From an optimization exercise on the open Yosys and OpenROAD flow, aimed at small area and a short achievable clock period; shortcuts taken in it are not production practice. At most, simulation tests tie the RTL to the original design; equivalence was not proved. Power figures rest on the tool's default switching activity, not on a simulated workload.

Design alu, start of the top module:
module alu #(parameter DATA_WIDTH = 8, CMD_WIDTH = 4)(
        input clk, rst, MODE, CE,
        input [1:0]INP_VALID,
        input [CMD_WIDTH-1:0]CMD,
        input [DATA_WIDTH-1:0]OPA,OPB,
        input CIN,
        output reg [2*DATA_WIDTH:0]res,
        output reg cout, oflow, g, l, e, err
);
For scale: roughly 1100 cells after synthesis, about 120 flip-flops, about 50 I/O pins, roughly 0.0077 mm² of cells after synthesis.
==> flow/config.mk <==
export PLATFORM = sky130hd
export DESIGN_NAME = alu
export DESIGN_NICKNAME = alu
export VERILOG_FILES = /design/flow/design.v
export SDC_FILE = /design/flow/constraint.sdc
export NUM_CORES = 4
export LEC_CHECK = 0
export ABC_AREA = 1
export CAP_MARGIN = 20
export CORE_MARGIN = 2
export CORE_UTILIZATION = 50
export SETUP_SLACK_MARGIN = 3.05
export SLEW_MARGIN = 20
==> flow/constraint.sdc <==
create_clock -name core_clock -period 5.0 [get_ports {clk}]
set_input_delay 1.0000 -clock core_clock [delete_from_list [all_inputs] [get_ports {clk}]]
set_output_delay 1.0000 -clock core_clock [all_outputs]
set_load 0.01 [all_outputs]
standard.sh (not shown) runs the stock make flow with config.mk's settings and CLKGATE_MAP_FILE= SYNTH_SCRIPT=/design/flow/synth_recipe.tcl, a recipe that flattens the netlist after the stock synthesis.
==> flow/flow/run.sh <==
#!/bin/bash
# The standard layout with two changes: plain buffers (buf_2) as the port
# buffers instead of the delay buffers buffer_ports picks by default, and a
# clock tree without the dummy loads CTS adds for balancing.
set -euo pipefail
export BUFFER_PORTS_ARGS="-buffer_cell sky130_fd_sc_hd__buf_2"
export CTS_ARGS="-sink_clustering_enable -repair_clock_nets -dont_use_dummy_load -sink_clustering_size 60 -sink_clustering_max_diameter 150 -buf_list sky130_fd_sc_hd__clkbuf_8"
bash standard.sh > standard.log 2>&1
Edit:
--- a/flow/design.v
+++ b/flow/design.v
@@ -24,59 +24,77 @@
                                         kg2[i] = kg[i] | (kp[i] & kg[i-d]);
                                         kp2[i] = kp[i] & kp[i-d];
                                 end
                                 kg = kg2;
                                 kp = kp2;
                         end
                         for (i = 0; i < 16; i = i + 1)
                                 ks_add[i] = x[i] ^ y[i] ^ kg[i];
                         ks_add[16] = kg[16];
                 end
         endfunction
+        function [8:0] ks_pg(input [8:0] p, input [8:0] g, input c);
+                reg [9:0] kg, kp, kg2, kp2;
+                integer i, d;
+                begin
+                        kg = {g, c};
+                        kp = {p, 1'b0};
+                        for (d = 1; d < 10; d = d * 2) begin
+                                kg2 = kg;
+                                kp2 = kp;
+                                for (i = d; i < 10; i = i + 1) begin
+                                        kg2[i] = kg[i] | (kp[i] & kg[i-d]);
+                                        kp2[i] = kp[i] & kp[i-d];
+                                end
+                                kg = kg2;
+                                kp = kp2;
+                        end
+                        ks_pg = p ^ kg[8:0];
+                end
+        endfunction
         wire sub_f = (~CMD[3] & ~CMD[2] & CMD[0]) | (CMD[3] & ~CMD[1] & ~CMD[0]);  
         wire sgn_f = CMD[3] & (CMD[2] | CMD[0]);                                    
         wire c_inca = CMD == 4'd4, c_deca = CMD == 4'd5;
+        wire c_incb = CMD == 4'd6, c_decb = CMD == 4'd7;
         wire ci_in = (~CMD[3] & ~CMD[2]) ? (CMD[1] ? (CIN ^ CMD[0]) : CMD[0]) : ~CMD[0];
-        wire i_incb = (INP_VALID == 2'b01) & (CMD == 4'd6);
-        wire i_decb = (INP_VALID == 2'b01) & (CMD == 4'd7);
         wire i_ror  = ~MODE & (CMD == 4'd13);
         wire i_shra = ~MODE & (CMD == 4'd8);
         wire i_shla = ~MODE & (CMD == 4'd9);
         wire m1 = MODE & (CMD == 4'd9);
         wire m2 = MODE & (CMD == 4'd10);
-        wire [7:0] a_in = m1 ? OPA + 8'd1 : m2 ? {1'b0, OPA[7:1]} :
-                          ({8{~(i_incb | i_decb)}} & OPA) | {8{i_decb}};
+        wire [7:0] a_in = m1 ? OPA + 8'd1 : m2 ? {1'b0, OPA[7:1]} : OPA;
         wire [7:0] b_in = m1 ? OPB + 8'd1 :
                           i_ror ? {OPB[7:3], 3'd0 - OPB[2:0]} :
                           i_shla ? {OPB[7:3], 3'd1} : i_shra ? {OPB[7:3], 3'd7} : OPB;
+        wire [8:0] xa_in = c_incb ? 9'd0 : c_decb ? 9'h1ff : {sgn_f & OPA[7], OPA};
         wire [8:0] yb_in = c_inca ? 9'd0 : c_deca ? 9'h1ff : {sgn_f & OPB[7], OPB} ^ {9{sub_f}};
         reg ce_r;
         reg mode_r, cin_r;
         reg [1:0] iv_r;
         reg [3:0] cmd_r;
         reg [7:0] a_r, b_r;
-        reg xe_r, ci_r;
-        reg [8:0] yb_r;
+        reg ci_r;
+        reg [8:0] p_r, g_r;
         reg st1, st2;
         always @(posedge clk or posedge rst)
                 if (rst) ce_r <= 1'b0;
                 else ce_r <= CE;
         always @(posedge clk) begin
                 mode_r <= MODE;
                 cin_r  <= CIN;
                 iv_r   <= INP_VALID;
                 cmd_r  <= CMD;
                 a_r    <= a_in;
                 b_r    <= b_in;
-                xe_r   <= sgn_f & OPA[7] | i_decb;
-                yb_r   <= yb_in;
+                p_r    <= xa_in ^ yb_in;
+                g_r    <= xa_in & yb_in;
                 ci_r   <= ci_in;
         end
         wire [15:0] c = 16'd1 << cmd_r;
         wire v11 = iv_r == 2'b11, v10 = iv_r == 2'b10, v01 = iv_r == 2'b01;
         wire am = ce_r & mode_r, lm = ce_r & ~mode_r;
         wire a11 = am & v11, l11 = lm & v11;
         wire op_add  = a11 & c[0];
         wire op_sub  = a11 & c[1];
         wire op_addc = a11 & c[2];
         wire op_subc = a11 & c[3];
         wire op_cmp  = a11 & c[8];
@@ -135,24 +153,23 @@
         wire [15:0] r3 = {u3, 6'd0};
         wire [15:0] cs1 = r0 ^ r1 ^ r2;
         wire [15:0] cc1 = {(r0[14:0] & r1[14:0]) | (r0[14:0] & r2[14:0]) | (r1[14:0] & r2[14:0]), 1'b0};
         wire [15:0] cs2 = cs1 ^ cc1 ^ r3;
         wire [15:0] cc2 = {(cs1[14:0] & cc1[14:0]) | (cs1[14:0] & r3[14:0]) | (cc1[14:0] & r3[14:0]), 1'b0};
         always @(posedge clk) begin
                 w0 <= cs2;
                 w1 <= cc2;
         end
         wire [16:0] prodw = ks_add(w0, w1, 1'b0);
         wire [15:0] prod = prodw[15:0];
-        wire [16:0] s9w = ks_add({7'd0, xe_r, a_r}, {7'd0, yb_r}, ci_r);
-        wire [8:0] s9 = s9w[8:0];
+        wire [8:0] s9 = ks_pg(p_r, g_r, ci_r);
         wire eq = a_r == b_r;
         wire lt_s = {~a_r[7], a_r[6:0]} < {~b_r[7], b_r[6:0]};
         wire [15:0] rx = {8'd0, a_r} << b_r[2:0];
         wire [3:0] tt = ({4{l11 & c[0]}} & 4'b1000) |
                         ({4{l11 & c[1]}} & 4'b0111) |
                         ({4{l11 & c[2]}} & 4'b1110) |
                         ({4{l11 & c[3]}} & 4'b0001) |
                         ({4{l11 & c[4]}} & 4'b0110) |
                         ({4{l11 & c[5]}} & 4'b1001) |
                         ({4{lm & v10 & c[6]}} & 4'b0011) |
                         ({4{lm & v01 & c[7]}} & 4'b0101);
Synthesized area came out higher by 1.1%.
Cell count came out higher by 0.45%.
Worst setup slack degrades by 19 ps.
Sequential power came out higher by about 6%.
Die area came out higher by 1.1%.
For the second run of this note, only the layout was checked, not whether the RTL still works.

## separate check: timing with driven ports
No port has a modelled driver above. Below, the same layouts with a new extraction and two added sets of constraints.
Step 1 (the two cells are an assumption about what drives the block):
set clk [get_ports {clk}]
set_driving_cell -lib_cell sky130_fd_sc_hd__clkbuf_16 $clk
set_driving_cell -lib_cell sky130_fd_sc_hd__buf_2 [delete_from_list [all_inputs] $clk]
Step 2 times the ports against the registers' clock, not the clock port: input delays grow and output delays shrink by t, the midpoint of the rising clock arrivals with the driver on.
Slacks: ideal ports / drivers / drivers and shift; pairs: ideal ports / drivers.
| run | shift t [ns] | slack for setup (ns) | latest minus earliest clock arrival (ns) |
|---|---|---|---|
| the first run | 0.462 | 3.081 / 3.041 / 2.670 | 0.024 / 0.024 |
| the second run | 0.458 | 3.062 / 3.025 / 2.662 | 0.025 / 0.026 |
After both steps setup and hold are still met in every run listed. The setup slack of the first run, which loses most, moves by -0.040 ns with the drivers and by -0.411 ns with both steps.
